This is an optimization exercise on Yosys and OpenROAD, whose aim is a short achievable clock period and few clock cycles, not a production implementation.

==> inputs of fjord <==
// MultiCPU
module MultiCPU(
    input clk,
    input reset,
    input [31:0] Data_in,
    output mem_w,
    output [2:0] RAMCtrl,
    output [31:0] Data_out,
    output [31:0] Addr_out
    );
==> flow/config.mk <==
export PLATFORM = sky130hd
export DESIGN_NAME = MultiCPU
export DESIGN_NICKNAME = MultiCPU
export VERILOG_FILES = /design/flow/design.v
export SDC_FILE = /design/flow/constraint.sdc
export NUM_CORES = 8
export LEC_CHECK = 0
export CAP_MARGIN = 30
export CELL_PAD_IN_SITES_DETAIL_PLACEMENT = 1
export CELL_PAD_IN_SITES_GLOBAL_PLACEMENT = 1
export CORE_MARGIN = 2
export CORE_UTILIZATION = 40
export PLACE_DENSITY = 0.55
export SLEW_MARGIN = 30
export SYNTH_HIERARCHICAL = 1
export SYNTH_MINIMUM_KEEP_SIZE = 0
==> flow/constraint.sdc <==
create_clock -name core_clock -period 13.0 [get_ports {clk}]
set_input_delay 2.6000 -clock core_clock [delete_from_list [all_inputs] [get_ports {clk}]]
set_output_delay 2.6000 -clock core_clock [all_outputs]
set_load 0.01 [all_outputs]
standard.sh (not shown) runs the stock make flow with config.mk's settings and CLKGATE_MAP_FILE= SYNTH_SCRIPT=/design/flow/synth_recipe.tcl, a recipe that flattens the netlist after the stock synthesis.
==> flow/flow/run.sh <==
#!/bin/bash
set -euo pipefail
cd "$(dirname "$0")/.."
MARGIN=$(cat flow/setup_margin.txt)
bash standard.sh SETUP_SLACK_MARGIN=$MARGIN finish > flow_make.log 2>&1
==> flow/flow/setup_margin.txt <==
8.3
==> onyx: changes against fjord <==
--- a/flow/design.v
+++ b/flow/design.v
@@ -4,51 +4,18 @@
     output [31:0] p2,
     output [31:0] p4
     );
     assign p2 = pc + 32'd2;
     assign p4 = pc + 32'd4;
 endmodule
-module CpuAdd #(parameter W = 32) (
-    input  [W-1:0] a,
-    input  [W-1:0] b,
-    input          cin,
-    output [W-1:0] s,
-    output         cout
-    );
-    localparam L = $clog2(W);
-    wire [W-1:0] p0 = a ^ b;
-    wire [W-1:0] g0 = a & b;
-    wire [(L+1)*W-1:0] G, P;
-    assign G[W-1:0] = {g0[W-1:1], g0[0] | (p0[0] & cin)};
-    assign P[W-1:0] = p0;
-    genvar k, i;
-    generate
-        for (k = 0; k < L; k = k + 1) begin : lvl
-            for (i = 0; i < W; i = i + 1) begin : bt
-                if (i >= (1 << k)) begin : comb
-                    assign G[(k+1)*W + i] = G[k*W + i] | (P[k*W + i] & G[k*W + i - (1 << k)]);
-                    assign P[(k+1)*W + i] = P[k*W + i] & P[k*W + i - (1 << k)];
-                end else begin : ps
-                    assign G[(k+1)*W + i] = G[k*W + i];
-                    assign P[(k+1)*W + i] = P[k*W + i];
-                end
-            end
-        end
-    endgenerate
-    wire [W-1:0] c = {G[L*W +: W-1], cin};      
-    assign s    = p0 ^ c;
-    assign cout = G[L*W + W-1];
-endmodule
 `timescale 1ns / 1ps
 module CpuExe(
     input  [31:0] opA,           
     input  [31:0] opB,
     input  [31:0] resW0,         
     input  [31:0] resW1,
-    input  [31:0] cW0,           
-    input  [31:0] cW1,
     input         fAw1, fAw0, fAr,   
     input         fBw1, fBw0, fBr,
     input  [4:0]  shE,           
     input         bgE,
     input         fSw1, fSw0,    
     input  [31:0] imm,           
@@ -66,47 +33,34 @@
     output        condF          
     );
     wire [31:0] A = fAw1 ? resW1 : fAw0 ? resW0 : opA;
     wire [31:0] B = fBw1 ? resW1 : fBw0 ? resW0 : opB;
     wire [4:0]  sh  = fSw1 ? resW1[4:0] : fSw0 ? resW0[4:0] : shE;
     wire        big = fSw1 ? |resW1[31:5] : fSw0 ? |resW0[31:5] : bgE;
-    wire [31:0] dif;
-    wire        cs, cd;
-    CpuAdd #(32) adS(.a(A), .b(B),  .cin(1'b0), .s(sum), .cout(cs));
-    CpuAdd #(32) adD(.a(A), .b(~B), .cin(1'b1), .s(dif), .cout(cd));
-    wire        ltu  = ~cd;
+    assign sum = A + B;
+    wire [32:0] dif = {1'b0, A} - {1'b0, B};
+    wire        ltu  = dif[32];
     wire        lts  = (A[31] ^ B[31]) ? A[31] : dif[31];
     wire [31:0] shl  = big ? 32'd0 : (A << sh);
     wire        fill = oSra & A[31];
     wire [63:0] srw  = {{32{fill}}, A} >> sh;
     wire [31:0] shr  = big ? {32{fill}} : srw[31:0];
-    wire [31:0] alu = ({32{oAdd}} & sum) | ({32{oSub}} & dif) |
+    wire [31:0] alu = ({32{oAdd}} & sum) | ({32{oSub}} & dif[31:0]) |
                       ({32{oAnd}} & (A & B)) | ({32{oOr}} & (A | B)) |
                       ({32{oXor}} & (A ^ B)) | ({32{oNor}} & ~(A | B)) |
                       {31'd0, (oSlt & lts) | (oSltu & ltu)} |
                       ({32{oSll}} & shl) | ({32{oSr}} & shr) |
                       ({32{oImm}} & imm);
     assign res  = alu | ({32{ld}} & Data_in);
     assign resR = alu | ({32{ld}} & Data_in);
     assign resS = alu | ({32{ld}} & Data_in);
-    wire e_rr = (opA == opB), e_r0 = (opA == cW0), e_r1 = (opA == cW1);
-    wire e_0r = (cW0 == opB), e_1r = (cW1 == opB), e_01 = (cW0 == cW1);
-    assign eq = (fAr  & ((fBr & e_rr) | (fBw0 & e_r0) | (fBw1 & e_r1))) |
-                (fAw0 & ((fBr & e_0r) | fBw0 | (fBw1 & e_01))) |
-                (fAw1 & ((fBr & e_1r) | (fBw0 & e_01) | fBw1));
-    assign sgn = A[31];
-    wire kq_r = (opA == kq), kq_0 = (cW0 == kq), kq_1 = (cW1 == kq);
-    wire eqK  = (fAr & kq_r) | (fAw0 & kq_0) | (fAw1 & kq_1);
-    wire an_r = ((opA & opB) == 32'd0), an_0 = ((cW0 & opB) == 32'd0), an_1 = ((cW1 & opB) == 32'd0);
-    wire zAB  = (fAr & an_r) | (fAw0 & an_0) | (fAw1 & an_1);
-    wire ak_r = ((opA & kq) == 32'd0), ak_0 = ((cW0 & kq) == 32'd0), ak_1 = ((cW1 & kq) == 32'd0);
-    wire zAK  = (fAr & ak_r) | (fAw0 & ak_0) | (fAw1 & ak_1);
-    wire z_r  = (opA == 32'd0), z_0 = (cW0 == 32'd0), z_1 = (cW1 == 32'd0), zb_r = (opB == 32'd0);
-    wire zA   = (fAr & z_r) | (fAw0 & z_0) | (fAw1 & z_1);
-    wire zB   = (fBr & zb_r) | (fBw0 & z_0) | (fBw1 & z_1);
-    assign condF = (k[5] & eq) | (k[4] & eqK) | (k[3] & zAB) | (k[2] & zAK) | (k[1] & zA & zB);
+    assign eq    = (A == B);
+    assign sgn   = A[31];
+    assign condF = (k[5] & (A == B)) | (k[4] & (A == kq)) |
+                   (k[3] & ((A & B) == 32'd0)) | (k[2] & ((A & kq) == 32'd0)) |
+                   (k[1] & ((A | B) == 32'd0));
 endmodule
 `timescale 1ns / 1ps
 module CpuRd(
     input  [32*32-1:0] rf,       
     input  [4:0]       r,
     input  [31:1]      oh,
@@ -146,17 +100,15 @@
         for (k = 1; k < 32; k = k + 1)
             acc = acc | ({32{oh[k]}} & rf[k*32 +: 32]);
     end
     wire w1 = (rdW1 != 5'd0) && (rdW1 == r);
     wire w0 = (rdW0 != 5'd0) && (rdW0 == r) && !w1;
     assign v  = w1 ? resW1 : w0 ? resW0 : acc;
-    wire [11:0] ad1, ad0, adr;
-    wire        c1, c0, cr;
-    CpuAdd #(12) a1(.a(resW1[11:0]), .b(off), .cin(1'b0), .s(ad1), .cout(c1));
-    CpuAdd #(12) a0(.a(resW0[11:0]), .b(off), .cin(1'b0), .s(ad0), .cout(c0));
-    CpuAdd #(12) ar(.a(acc[11:0]),   .b(off), .cin(1'b0), .s(adr), .cout(cr));
+    wire [11:0] ad1 = resW1[11:0] + off;
+    wire [11:0] ad0 = resW0[11:0] + off;
+    wire [11:0] adr = acc[11:0] + off;
     assign ad = w1 ? ad1 : w0 ? ad0 : adr;
 endmodule
 `timescale 1ns / 1ps
 module CpuDec(
     input  [31:0] ir,
     output [4:0]  rs,
@@ -249,13 +201,13 @@
                 6'h0D: o = 1'b1;
                 6'h0E: x = 1'b1;
                 default: a = 1'b1;
             endcase
         end
     end
-    assign fk = {s | x, a & isIalu, n & isIalu, isSh, o, 1'b0};
+    assign fk = {s | x, a & isIalu, n, isSh, o, 1'b0};
     assign {oAdd, oSub, oAnd, oOr, oXor, oNor, oSlt, oSltu, oSll, oSr, oSra} =
            {a, s, n, o, x, nr, lt, ltu, sl, sr, sra};
 endmodule
 `timescale 1ns / 1ps
 module MultiCPU(
     input clk,
@@ -439,20 +391,20 @@
     wire [31:0] btgA = {pc0[31:1], 1'b1} + {simA[30:0], 1'b1};    
     wire [31:0] btgB = {pc1[31:1], 1'b1} + {simB[30:0], 1'b1};
     wire [31:0] tgtA  = jA ? {pc2a[31:27], ir0[25:0], 1'b0} : brA ? btgA : jrw ? jrS : rsVa;
     wire [31:0] tgtB  = jB ? {pc2b[31:27], ir1[25:0], 1'b0} : brB ? btgB : rsVb;
     wire [31:0] resE0, resE1, sum0, sum1;
     wire        eq0, eq1, sg0, sg1, condF, cf1;
-    CpuExe ex0(.opA(opA0), .opB(opB0), .resW0(resW0), .resW1(resW1), .cW0(resS0), .cW1(resS1),
+    CpuExe ex0(.opA(opA0), .opB(opB0), .resW0(resW0), .resW1(resW1),
                .fAw1(fA0w1), .fAw0(fA0w0), .fAr(fA0r), .fBw1(fB0w1), .fBw0(fB0w0), .fBr(fB0r),
                .shE(shE0), .bgE(bgE0), .fSw1(fS0w1), .fSw0(fS0w0), .imm(imE0),
                .oAdd(fnE0[11]), .oSub(fnE0[10]), .oAnd(fnE0[9]), .oOr(fnE0[8]), .oXor(fnE0[7]),
                .oNor(fnE0[6]), .oSlt(fnE0[5]), .oSltu(fnE0[4]), .oSll(fnE0[3]), .oSr(fnE0[2]),
                .oSra(fnE0[1]), .oImm(fnE0[0]), .ld(ldE0), .Data_in(Data_in), .k(kE), .kq(kq),
                .res(resE0), .resR(resER0), .resS(resES0), .sum(sum0), .eq(eq0), .sgn(sg0), .condF(condF));
-    CpuExe ex1(.opA(opA1), .opB(opB1), .resW0(resW0), .resW1(resW1), .cW0(resR0), .cW1(resR1),
+    CpuExe ex1(.opA(opA1), .opB(opB1), .resW0(resW0), .resW1(resW1),
                .fAw1(fA1w1), .fAw0(fA1w0), .fAr(fA1r), .fBw1(fB1w1), .fBw0(fB1w0), .fBr(fB1r),
                .shE(shE1), .bgE(bgE1), .fSw1(fS1w1), .fSw0(fS1w0), .imm(imE1),
                .oAdd(fnE1[11]), .oSub(fnE1[10]), .oAnd(fnE1[9]), .oOr(fnE1[8]), .oXor(fnE1[7]),
                .oNor(fnE1[6]), .oSlt(fnE1[5]), .oSltu(fnE1[4]), .oSll(fnE1[3]), .oSr(fnE1[2]),
                .oSra(fnE1[1]), .oImm(fnE1[0]), .ld(ldE1), .Data_in(Data_in), .k(6'd0), .kq(32'd0),
                .res(resE1), .resR(resER1), .resS(resES1), .sum(sum1), .eq(eq1), .sgn(sg1), .condF(cf1));
==> willow: changes against fjord <==
--- a/flow/design.v
+++ b/flow/design.v
@@ -11,13 +11,13 @@
     input  [W-1:0] a,
     input  [W-1:0] b,
     input          cin,
     output [W-1:0] s,
     output         cout
     );
-    localparam L = $clog2(W);
+    localparam L = (W <= 2) ? 1 : (W <= 4) ? 2 : (W <= 8) ? 3 : (W <= 16) ? 4 : (W <= 32) ? 5 : 6;
     wire [W-1:0] p0 = a ^ b;
     wire [W-1:0] g0 = a & b;
     wire [(L+1)*W-1:0] G, P;
     assign G[W-1:0] = {g0[W-1:1], g0[0] | (p0[0] & cin)};
     assign P[W-1:0] = p0;
     genvar k, i;
@@ -35,12 +35,29 @@
         end
     endgenerate
     wire [W-1:0] c = {G[L*W +: W-1], cin};      
     assign s    = p0 ^ c;
     assign cout = G[L*W + W-1];
 endmodule
+module CpuAddN(
+    input  [31:0] a,
+    input  [31:0] b,
+    output [31:0] s
+    );
+    assign s = a + b;
+endmodule
+module CpuSubN(
+    input  [31:0] a,
+    input  [31:0] b,
+    output [31:0] d,
+    output        lo
+    );
+    wire [32:0] t = {1'b0, a} - {1'b0, b};
+    assign d  = t[31:0];
+    assign lo = t[32];
+endmodule
 `timescale 1ns / 1ps
 module CpuExe(
     input  [31:0] opA,           
     input  [31:0] opB,
     input  [31:0] resW0,         
     input  [31:0] resW1,
@@ -57,40 +74,36 @@
     input  [31:0] Data_in,
     input  [5:0]  k,             
     input  [31:0] kq,
     output [31:0] res,
     output [31:0] resR,          
     output [31:0] resS,
+    output [31:0] resC,          
     output [31:0] sum,           
     output        eq,            
     output        sgn,           
     output        condF          
     );
     wire [31:0] A = fAw1 ? resW1 : fAw0 ? resW0 : opA;
     wire [31:0] B = fBw1 ? resW1 : fBw0 ? resW0 : opB;
     wire [4:0]  sh  = fSw1 ? resW1[4:0] : fSw0 ? resW0[4:0] : shE;
     wire        big = fSw1 ? |resW1[31:5] : fSw0 ? |resW0[31:5] : bgE;
-    wire [31:0] dif;
-    wire        cs, cd;
-    CpuAdd #(32) adS(.a(A), .b(B),  .cin(1'b0), .s(sum), .cout(cs));
-    CpuAdd #(32) adD(.a(A), .b(~B), .cin(1'b1), .s(dif), .cout(cd));
-    wire        ltu  = ~cd;
+    wire [31:0] dif, rest;
+    wire        ltu;
+    CpuAddN adS(.a(A), .b(B), .s(sum));
+    CpuSubN adD(.a(A), .b(B), .d(dif), .lo(ltu));
+    CpuAluR alr(.A(A), .B(B), .sh(sh), .big(big), .imm(imm),
+                .oAnd(oAnd), .oOr(oOr), .oXor(oXor), .oNor(oNor), .oSll(oSll), .oSr(oSr),
+                .oSra(oSra), .oImm(oImm), .ld(ld), .Data_in(Data_in), .rest(rest));
     wire        lts  = (A[31] ^ B[31]) ? A[31] : dif[31];
-    wire [31:0] shl  = big ? 32'd0 : (A << sh);
-    wire        fill = oSra & A[31];
-    wire [63:0] srw  = {{32{fill}}, A} >> sh;
-    wire [31:0] shr  = big ? {32{fill}} : srw[31:0];
-    wire [31:0] alu = ({32{oAdd}} & sum) | ({32{oSub}} & dif) |
-                      ({32{oAnd}} & (A & B)) | ({32{oOr}} & (A | B)) |
-                      ({32{oXor}} & (A ^ B)) | ({32{oNor}} & ~(A | B)) |
-                      {31'd0, (oSlt & lts) | (oSltu & ltu)} |
-                      ({32{oSll}} & shl) | ({32{oSr}} & shr) |
-                      ({32{oImm}} & imm);
-    assign res  = alu | ({32{ld}} & Data_in);
-    assign resR = alu | ({32{ld}} & Data_in);
-    assign resS = alu | ({32{ld}} & Data_in);
+    wire [31:0] alu  = ({32{oAdd}} & sum) | ({32{oSub}} & dif) |
+                       {31'd0, (oSlt & lts) | (oSltu & ltu)} | rest;
+    assign res  = alu;
+    assign resR = alu;
+    assign resS = alu;
+    assign resC = alu;
     wire e_rr = (opA == opB), e_r0 = (opA == cW0), e_r1 = (opA == cW1);
     wire e_0r = (cW0 == opB), e_1r = (cW1 == opB), e_01 = (cW0 == cW1);
     assign eq = (fAr  & ((fBr & e_rr) | (fBw0 & e_r0) | (fBw1 & e_r1))) |
                 (fAw0 & ((fBr & e_0r) | fBw0 | (fBw1 & e_01))) |
                 (fAw1 & ((fBr & e_1r) | (fBw0 & e_01) | fBw1));
     assign sgn = A[31];
@@ -102,12 +115,32 @@
     wire zAK  = (fAr & ak_r) | (fAw0 & ak_0) | (fAw1 & ak_1);
     wire z_r  = (opA == 32'd0), z_0 = (cW0 == 32'd0), z_1 = (cW1 == 32'd0), zb_r = (opB == 32'd0);
     wire zA   = (fAr & z_r) | (fAw0 & z_0) | (fAw1 & z_1);
     wire zB   = (fBr & zb_r) | (fBw0 & z_0) | (fBw1 & z_1);
     assign condF = (k[5] & eq) | (k[4] & eqK) | (k[3] & zAB) | (k[2] & zAK) | (k[1] & zA & zB);
 endmodule
+module CpuAluR(
+    input  [31:0] A,
+    input  [31:0] B,
+    input  [4:0]  sh,
+    input         big,
+    input  [31:0] imm,
+    input         oAnd, oOr, oXor, oNor, oSll, oSr, oSra, oImm,
+    input         ld,
+    input  [31:0] Data_in,
+    output [31:0] rest
+    );
+    wire [31:0] shl  = big ? 32'd0 : (A << sh);
+    wire        fill = oSra & A[31];
+    wire [63:0] srw  = {{32{fill}}, A} >> sh;
+    wire [31:0] shr  = big ? {32{fill}} : srw[31:0];
+    assign rest = ({32{oAnd}} & (A & B)) | ({32{oOr}} & (A | B)) |
+                  ({32{oXor}} & (A ^ B)) | ({32{oNor}} & ~(A | B)) |
+                  ({32{oSll}} & shl) | ({32{oSr}} & shr) |
+                  ({32{oImm}} & imm) | ({32{ld}} & Data_in);
+endmodule
 `timescale 1ns / 1ps
 module CpuRd(
     input  [32*32-1:0] rf,       
     input  [4:0]       r,
     input  [31:1]      oh,
     input  [4:0]       rdW0,
@@ -300,21 +333,24 @@
     reg         bEq, bNe, bGez, bAlw, bJr, cslot;
     reg         bNv;                 
     reg         vE1;                 
     reg         tZ, tN, mZ, mN, sZ, sN, skE;
     reg         nc;                  
     reg  [31:0] tgtE, fallE, pnE;
+    reg  [31:0] tgtJ;                
     reg  [10:0] pidxE;               
     reg         fusE;
     reg  [5:0]  kE;
     reg  [31:0] kq;
     reg  [4:0]  rdW0, rdW1;
     reg  [31:0] resW0, resW1;
     reg  [4:0]  rdR0, rdR1, rdS0, rdS1;
     reg  [31:0] resR0, resR1, resS0, resS1;
     wire [31:0] resER0, resER1, resES0, resES1;
+    reg  [31:0] resC0, resC1;        
+    wire [31:0] resEC0, resEC1;
     reg  [32*32-1:0] rf;             
     reg  [32*32-1:0] rg;
     reg         rstq;
     reg  [NB-1:0]    cv0, cv1;
     reg  [TW*NB-1:0] cg0, cg1;       
     reg  [32*NB-1:0] cd0, cd1;
@@ -435,37 +471,37 @@
                 !(memA && memB && !(ldA && stB)) && !(ctA && ctB);
     wire [31:0] jrS  = jrX + jrY;
     wire [31:0] pc2a = pc0 + 32'd2;
     wire [31:0] pc2b = pc1 + 32'd2;
     wire [31:0] btgA = {pc0[31:1], 1'b1} + {simA[30:0], 1'b1};    
     wire [31:0] btgB = {pc1[31:1], 1'b1} + {simB[30:0], 1'b1};
-    wire [31:0] tgtA  = jA ? {pc2a[31:27], ir0[25:0], 1'b0} : brA ? btgA : jrw ? jrS : rsVa;
-    wire [31:0] tgtB  = jB ? {pc2b[31:27], ir1[25:0], 1'b0} : brB ? btgB : rsVb;
+    wire [31:0] tgtA  = jA ? {pc2a[31:27], ir0[25:0], 1'b0} : btgA;
+    wire [31:0] tgtB  = jB ? {pc2b[31:27], ir1[25:0], 1'b0} : btgB;
     wire [31:0] resE0, resE1, sum0, sum1;
     wire        eq0, eq1, sg0, sg1, condF, cf1;
-    CpuExe ex0(.opA(opA0), .opB(opB0), .resW0(resW0), .resW1(resW1), .cW0(resS0), .cW1(resS1),
+    CpuExe ex0(.opA(opA0), .opB(opB0), .resW0(resW0), .resW1(resW1), .cW0(resC0), .cW1(resC1),
                .fAw1(fA0w1), .fAw0(fA0w0), .fAr(fA0r), .fBw1(fB0w1), .fBw0(fB0w0), .fBr(fB0r),
                .shE(shE0), .bgE(bgE0), .fSw1(fS0w1), .fSw0(fS0w0), .imm(imE0),
                .oAdd(fnE0[11]), .oSub(fnE0[10]), .oAnd(fnE0[9]), .oOr(fnE0[8]), .oXor(fnE0[7]),
                .oNor(fnE0[6]), .oSlt(fnE0[5]), .oSltu(fnE0[4]), .oSll(fnE0[3]), .oSr(fnE0[2]),
                .oSra(fnE0[1]), .oImm(fnE0[0]), .ld(ldE0), .Data_in(Data_in), .k(kE), .kq(kq),
-               .res(resE0), .resR(resER0), .resS(resES0), .sum(sum0), .eq(eq0), .sgn(sg0), .condF(condF));
-    CpuExe ex1(.opA(opA1), .opB(opB1), .resW0(resW0), .resW1(resW1), .cW0(resR0), .cW1(resR1),
+               .res(resE0), .resR(resER0), .resS(resES0), .resC(resEC0), .sum(sum0), .eq(eq0), .sgn(sg0), .condF(condF));
+    CpuExe ex1(.opA(opA1), .opB(opB1), .resW0(resW0), .resW1(resW1), .cW0(resC0), .cW1(resC1),
                .fAw1(fA1w1), .fAw0(fA1w0), .fAr(fA1r), .fBw1(fB1w1), .fBw0(fB1w0), .fBr(fB1r),
                .shE(shE1), .bgE(bgE1), .fSw1(fS1w1), .fSw0(fS1w0), .imm(imE1),
                .oAdd(fnE1[11]), .oSub(fnE1[10]), .oAnd(fnE1[9]), .oOr(fnE1[8]), .oXor(fnE1[7]),
                .oNor(fnE1[6]), .oSlt(fnE1[5]), .oSltu(fnE1[4]), .oSll(fnE1[3]), .oSr(fnE1[2]),
                .oSra(fnE1[1]), .oImm(fnE1[0]), .ld(ldE1), .Data_in(Data_in), .k(6'd0), .kq(32'd0),
-               .res(resE1), .resR(resER1), .resS(resES1), .sum(sum1), .eq(eq1), .sgn(sg1), .condF(cf1));
+               .res(resE1), .resR(resER1), .resS(resES1), .resC(resEC1), .sum(sum1), .eq(eq1), .sgn(sg1), .condF(cf1));
     wire [31:0] D0    = fD0w1 ? resW1 : fD0w0 ? resW0 : opD0;
     wire [31:0] D1    = fD1w1 ? resW1 : fD1w0 ? resW0 : opD1;
     wire        eqC   = fusE ? condF : cslot ? eq1 : eq0;
     wire        sgC   = cslot ? sg1 : sg0;
     wire        cnd   = bGez ? ~sgC : eqC;
     wire        taken = cnd ? tZ : tN;
-    wire        misp  = bJr ? (tgtE != pnE) : cnd ? mZ : mN;
+    wire        misp  = bJr ? (tgtJ != pnE) : cnd ? mZ : mN;
     wire        shTk  = cnd ? sZ : sN;
     wire        shAct = skE;
     wire        null0 = shTk | nc;                    
     wire [31:0] redir = taken ? tgtE : fallE;
     wire        kill1 = misp & ~cslot;
     reg         updEn, updAlw, updTk;
@@ -500,12 +536,16 @@
     wire shift1 = iss0 && !iss1 && v1;       
     wire r1     = keepS0 | shift1;
     wire r0     = !keep2 && !r1;
     wire e0     = r0 || r1;
     wire e1     = r0 && !byp && !pt0;
     wire [31:0] pcSpec = e1 ? pnF1 : e0 ? pnF0 : pcF;
+    wire        jrM   = bJr & (tgtJ != pnE);
+    wire [31:0] pcNx  = mpend ? mpc : pcSpec;
+    wire [31:0] pcZ   = (!bJr & mZ) ? (tZ ? tgtE : fallE) : pcNx;
+    wire [31:0] pcN   = (!bJr & mN) ? (tN ? tgtE : fallE) : pcNx;
     wire mev    = !mpend && ((e0 && !(hit0 | byp)) || (e1 && !hit1));
     wire [31:0] pcFix  = (hit0 | byp) ? pc2F : pcF;
     wire [10:0] fan = mpend ? fa :
                       (!hit0 && !byp) ? iF :
                       (e1 && !hit1) ? pc2F[11:1] :
                       (!memE && ((fa - iF) < LIM)) ? fa + 11'd1 : fa;
@@ -547,18 +587,17 @@
             rdR1 <= 5'd0;
             rdS0 <= 5'd0;
             rdS1 <= 5'd0;
             cv0  <= {NB{1'b0}};
             cv1  <= {NB{1'b0}};
         end else begin
+            pcF <= jrM ? tgtJ : cnd ? pcZ : pcN;
             if (misp) begin
-                pcF <= redir;
                 v0  <= 1'b0;
                 v1  <= 1'b0;
             end else begin
-                pcF <= mpend ? mpc : pcSpec;
                 v0 <= keep2 | r1 | fv0;
                 v1 <= keep2 | (r1 ? fv0 : fv1);
             end
             mpend <= !misp && mev;
             mpc   <= pcFix;
             fa   <= fan;
@@ -672,21 +711,24 @@
         sZ <= goC & shD & tZd;
         sN <= goC & shD & tNd;
         skE <= goC & shD;
         kE    <= fkA;
         kq    <= fkA[4] ? (32'd0 - simA) : fnA[2] ? (32'hFFFFFFFF >> ir0[10:6]) : (32'hFFFFFFFF << ir0[10:6]);
         tgtE  <= cA ? tgtA : tgtB;
+        tgtJ  <= cA ? (jrw ? jrS : rsVa) : rsVb;
         fallE <= cA ? pc2a : pc2b;
         pnE   <= cA ? pn0 : pn1;
         pidxE <= cA ? pc0[11:1] : pc1[11:1];
         resW0 <= resE0;
         resW1 <= resE1;
         resR0 <= resER0;
         resR1 <= resER1;
         resS0 <= resES0;
         resS1 <= resES1;
+        resC0 <= resEC0;
+        resC1 <= resEC1;
         for (i = 0; i < NE; i = i + 1) begin
             if (updEn && uhit && um[i]) begin
                 bct[i*2 +: 2] <= unew;
                 if (updTk) btg[i*11 +: 11] <= updTgt;
             end else if (updEn && !uhit && updTk && brr == i) begin
                 bpc[i*11 +: 11] <= updIdx;
@@ -695,13 +737,13 @@
                 bct[i*2 +: 2]   <= updAlw ? 2'b11 : 2'b10;
             end
         end
         updAlw <= bAlw;
         updTk  <= taken;
         updIdx <= pidxE;
-        updTgt <= tgtE[11:1];
+        updTgt <= bJr ? tgtJ[11:1] : tgtE[11:1];
         fad  <= fa;
         fdat <= Data_in;
         for (i = 0; i < NB; i = i + 1) begin
             if (fv && fad[0] == 1'b0 && fad[LB:1] == i) begin
                 cd0[i*32 +: 32] <= fdat;
                 cg0[i*TW +: TW] <= fad[10:LB+1];
==> flow/flow/setup_margin.txt (replaced) <==
8.5
==> results_dict.tcl <==
set metrics [dict create \
    outcome "finished clean" \
    syn_inst 29100 \
    antenna_found_initial 288 \
    detail_route.wl_per_cell_um 48.14 \
    postLayoutCoreUtil_pct 47.35 \
    whs_ns 0.3118 \
    pre_cts_slack_ns 5.629 \
]
(the above is from fjord)
==> results_dict.tcl <==
set metrics [dict create \
    whs_ns 0.3269 \
    detail_route.wl_per_cell_um 47.71 \
    seq_cell_power_w 0.0243 \
    outcome "finished clean" \
    multi_input_area_share_pct 41.36 \
    syn_inst 27960 \
    ctsResizeCount 1136 \
    antenna_found_initial 264 \
    postLayoutCoreUtil_pct 46.85 \
    pre_cts_slack_ns 5.612 \
]
(the above is from onyx)
==> results_dict.tcl <==
set metrics [dict create \
    syn_inst 29330 \
    ant_nets 1 \
    postLayoutCoreUtil_pct 46.42 \
    antenna_found_initial 227 \
    outcome "finished with violations" \
    die_h_um 900.0 \
    pre_cts_slack_ns 5.889 \
    check-failures "antenna rules" \
    detail_route.wl_per_cell_um 46.51 \
]
(the above is from willow)
No run of this note included a check of the RTL's function; only the layout flow was run.

-- afterwards: timing with drivers on the ports --
Ports are ideal in the flow. The routed layouts listed here were re-timed in OpenROAD. Step 1, drivers: a clkbuf_16 drives clk and a buf_2 each remaining input, both assumed. Step 2 adds t to the input delays and takes it off the output delays; t is the mean of the earliest and latest rising clock arrival at the registers after step 1. Input paths then give back, and output paths get back, about the clock's delay inside the block. a / b / c = no drivers / after step 1 / after step 2; a / b = the first two.
run	t, ns	setup slack, ns	hold WS [ns]	worst setup path after step 2	pins driven straight from the clock port
fjord	1.339	7.955 / 7.955 / 7.277	0.312 / 0.312 / 0.312	input to register	1
onyx	1.366	7.910 / 7.910 / 7.068	0.327 / 0.327 / 0.327	input to register	1
willow	1.310	8.106 / 8.106 / 7.284	0.332 / 0.332 / 0.332	input to register	1
For onyx, which loses most, drivers alone change the setup slack by 0.000 ns; drivers and shift together by -0.842 ns.
